Source: an optimization exercise on an open RTL-to-GDS flow (aim: small area, a short achievable clock period and few clock cycles per item). Production flows keep margins and buffers that such runs may drop.

== the baseline ==
==> module function_calculator, before the edit <==
module function_calculator(
    input clk_i,
    input rst_i,
    input [15:0] sw_i,
    input start_i,
    output busy_o,
    output [15:0] y_calc
 );
    wire [7:0] b_i = sw_i[7:0];
    wire [2:0] r_d = (b_i >= 8'd216) ? 3'd6 :
                     (b_i >= 8'd125) ? 3'd5 :
                     (b_i >= 8'd64)  ? 3'd4 :
                     (b_i >= 8'd27)  ? 3'd3 :
                     (b_i >= 8'd8)   ? 3'd2 :
                     (b_i >= 8'd1)   ? 3'd1 : 3'd0;
    reg [7:0] aa;
    reg [2:0] rr;
    always @(posedge clk_i) begin
        if (rst_i) begin
            aa <= 8'd0;
            rr <= 3'd0;
        end else if (start_i) begin
            aa <= sw_i[15:8];
            rr <= r_d;
        end
    end
    wire n0 = aa[1] & ~aa[0];
    wire n1 = aa[1] & aa[0];
    wire n2 = aa[2] & ~aa[1];
    wire n3 = aa[2] & aa[1];
    wire n4 = aa[3] & ~aa[2];
    wire n5 = aa[3] & aa[2];
    wire n6 = aa[4] & ~aa[3];
    wire n7 = aa[4] & aa[3];
    wire n8 = aa[5] & ~aa[4];
    wire n9 = aa[5] & aa[4];
    wire n10 = aa[6] & ~aa[5];
    wire n11 = aa[6] & aa[5];
    wire n12 = aa[7] & ~aa[6];
    wire n13 = aa[7] & aa[6];
    wire n14 = aa[0] & aa[2];
    wire n15 = aa[0] & aa[3];
    wire n16 = aa[0] & aa[4];
    wire n17 = aa[0] & aa[5];
    wire n18 = aa[0] & aa[6];
    wire n19 = aa[0] & aa[7];
    wire n20 = aa[1] & aa[3];
    wire n21 = aa[1] & aa[4];
    wire n22 = aa[1] & aa[5];
    wire n23 = aa[1] & aa[6];
    wire n24 = aa[1] & aa[7];
    wire n25 = aa[2] & aa[4];
    wire n26 = aa[2] & aa[5];
    wire n27 = aa[2] & aa[6];
    wire n28 = aa[2] & aa[7];
    wire n29 = aa[3] & aa[5];
    wire n30 = aa[3] & aa[6];
    wire n31 = aa[3] & aa[7];
    wire n32 = aa[4] & aa[6];
    wire n33 = aa[4] & aa[7];
    wire n34 = aa[5] & aa[7];
    wire n35, n36;
    ha2 un35 (.x(n5), .y(n18), .s(n35), .c(n36));
    wire n37, n38;
    fa3 un37 (.x(n6), .y(n19), .z(n23), .s(n37), .c(n38));
    wire n39, n40;
    fa3 un39 (.x(n7), .y(n24), .z(n27), .s(n39), .c(n40));
    wire n41, n42;
    ha2 un41 (.x(n8), .y(n28), .s(n41), .c(n42));
    wire n43, n44;
    ha2 un43 (.x(n9), .y(n31), .s(n43), .c(n44));
    wire n45, n46;
    ha2 un45 (.x(n3), .y(n16), .s(n45), .c(n46));
    wire n47, n48;
    fa3 un47 (.x(n4), .y(n17), .z(n21), .s(n47), .c(n48));
    wire n49, n50;
    fa3 un49 (.x(n22), .y(n25), .z(n35), .s(n49), .c(n50));
    wire n51, n52;
    fa3 un51 (.x(n26), .y(n36), .z(n37), .s(n51), .c(n52));
    wire n53, n54;
    fa3 un53 (.x(n29), .y(n38), .z(n39), .s(n53), .c(n54));
    wire n55, n56;
    fa3 un55 (.x(n30), .y(n40), .z(n41), .s(n55), .c(n56));
    wire n57, n58;
    fa3 un57 (.x(n32), .y(n42), .z(n43), .s(n57), .c(n58));
    wire n59, n60;
    fa3 un59 (.x(n10), .y(n33), .z(n44), .s(n59), .c(n60));
    wire n61, n62;
    ha2 un61 (.x(n11), .y(n34), .s(n61), .c(n62));
    wire [15:0] ra = {n13, n12, n60, n58, n56, n54, n52, n50, n48, n46, n20, n2, n1, n0, rr[1], aa[0]};
    wire [15:0] rb = {1'b0, n62, n61, n59, n57, n55, n53, n51, n49, n47, n45, n15, n14, rr[2], 1'b0, rr[0]};
    wire [15:0] sq = ra + rb;
    assign y_calc = sq;
    assign busy_o = 1'b0;
endmodule
export LEC_CHECK = 0
export ABC_AREA = 0
export CAP_MARGIN = 20
export CORE_MARGIN = 2
export CORE_UTILIZATION = 40
export SLEW_MARGIN = 20
export SYNTH_HIERARCHICAL = 1
export SYNTH_MINIMUM_KEEP_SIZE = 0
export BUFFER_PORTS_ARGS = -buffer_cell sky130_fd_sc_hd__buf_1
create_clock -name core_clock -period 5.0 [get_ports {clk_i}]
standard.sh (not shown) runs the stock make flow with config.mk's settings and CLKGATE_MAP_FILE= SYNTH_SCRIPT=/design/flow/synth_recipe.tcl, a recipe that flattens the netlist after the stock synthesis.
==> flow/flow/run.sh <==
#!/bin/bash
# Standard layout, with the port buffers inserted as buf_1 cells instead of
# the resizer's default choice (clkdlybuf4s50_1, larger and slower).
set -euo pipefail
echo 'export BUFFER_PORTS_ARGS = -buffer_cell sky130_fd_sc_hd__buf_1' >> config.mk
bash standard.sh > standard.log 2>&1
Changes in the candidate relative to the baseline:
diff --git a/flow/design.v b/flow/design.v
--- a/flow/design.v
+++ b/flow/design.v
@@ -94,12 +94,42 @@
     wire n57, n58;
     fa3 un57 (.x(n32), .y(n42), .z(n43), .s(n57), .c(n58));
     wire n59, n60;
     fa3 un59 (.x(n10), .y(n33), .z(n44), .s(n59), .c(n60));
     wire n61, n62;
     ha2 un61 (.x(n11), .y(n34), .s(n61), .c(n62));
-    wire [15:0] ra = {n13, n12, n60, n58, n56, n54, n52, n50, n48, n46, n20, n2, n1, n0, rr[1], aa[0]};
-    wire [15:0] rb = {1'b0, n62, n61, n59, n57, n55, n53, n51, n49, n47, n45, n15, n14, rr[2], 1'b0, rr[0]};
-    wire [15:0] sq = ra + rb;
+    wire n63, n64;
+    ha2 un63 (.x(aa[0]), .y(rr[0]), .s(n63), .c(n64));
+    wire n65, n66;
+    ha2 un65 (.x(rr[1]), .y(n64), .s(n65), .c(n66));
+    wire n67, n68;
+    fa3 un67 (.x(n0), .y(rr[2]), .z(n66), .s(n67), .c(n68));
+    wire n69, n70;
+    fa3 un69 (.x(n1), .y(n14), .z(n68), .s(n69), .c(n70));
+    wire n71, n72;
+    fa3 un71 (.x(n2), .y(n15), .z(n70), .s(n71), .c(n72));
+    wire n73, n74;
+    fa3 un73 (.x(n20), .y(n45), .z(n72), .s(n73), .c(n74));
+    wire n75, n76;
+    fa3 un75 (.x(n46), .y(n47), .z(n74), .s(n75), .c(n76));
+    wire n77, n78;
+    fa3 un77 (.x(n48), .y(n49), .z(n76), .s(n77), .c(n78));
+    wire n79, n80;
+    fa3 un79 (.x(n50), .y(n51), .z(n78), .s(n79), .c(n80));
+    wire n81, n82;
+    fa3 un81 (.x(n52), .y(n53), .z(n80), .s(n81), .c(n82));
+    wire n83, n84;
+    fa3 un83 (.x(n54), .y(n55), .z(n82), .s(n83), .c(n84));
+    wire n85, n86;
+    fa3 un85 (.x(n56), .y(n57), .z(n84), .s(n85), .c(n86));
+    wire n87, n88;
+    fa3 un87 (.x(n58), .y(n59), .z(n86), .s(n87), .c(n88));
+    wire n89, n90;
+    fa3 un89 (.x(n60), .y(n61), .z(n88), .s(n89), .c(n90));
+    wire n91, n92;
+    fa3 un91 (.x(n12), .y(n62), .z(n90), .s(n91), .c(n92));
+    wire n93, n94;
+    ha2 un93 (.x(n13), .y(n92), .s(n93), .c(n94));
+    wire [15:0] sq = {n93, n91, n89, n87, n85, n83, n81, n79, n77, n75, n73, n71, n69, n67, n65, n63};
     assign y_calc = sq;
     assign busy_o = 1'b0;
 endmodule
## What came out
- The candidate: flow complete, layout not clean; failing: setup timing
- When the final numbers for the baseline and the candidate were put side by side, the fmax turned out to be smaller in the candidate.
- Side by side, routed via count divided by cell count turned out lower in the candidate than in the baseline.
- Min time the final worst path needs with I/O delays and setup across the baseline and the candidate: the baseline
- Route | the candidate vs the baseline | wire shorter in the candidate
- Critical path depth: the candidate vs the baseline up 7
Function was not checked in any run of this note: the RTL went through the layout flow alone.

[afterwards: timing with drivers on the ports]
How much do the figures lean on ideal ports? The routed layouts below were timed once more, with nothing changed but the port constraints. Step 1: set_driving_cell puts a clkbuf_16 on clk_i and a buf_2 on each other input, an assumption about the parent block. Step 2, shift: input delay + t, output delay - t, t = (earliest + latest rising clock arrival at the registers) / 2. This alone moves slack from input paths to output paths. Three values: ideal, step 1, step 2; two values: the first two.
| run | t (ns) | setup WS [ns] | worst setup path after step 2 | clock arrival spread, ns | worst data-port slew with drivers (ns) |
|---|---|---|---|---|---|
| the baseline | 0.255 | 0.688 / 0.667 / 0.921 | register to output | 0.003 / 0.003 | 0.03 |
| the candidate | 0.281 | -1.856 / -1.874 / -1.592 | register to output | 0.003 / 0.003 | 0.03 |
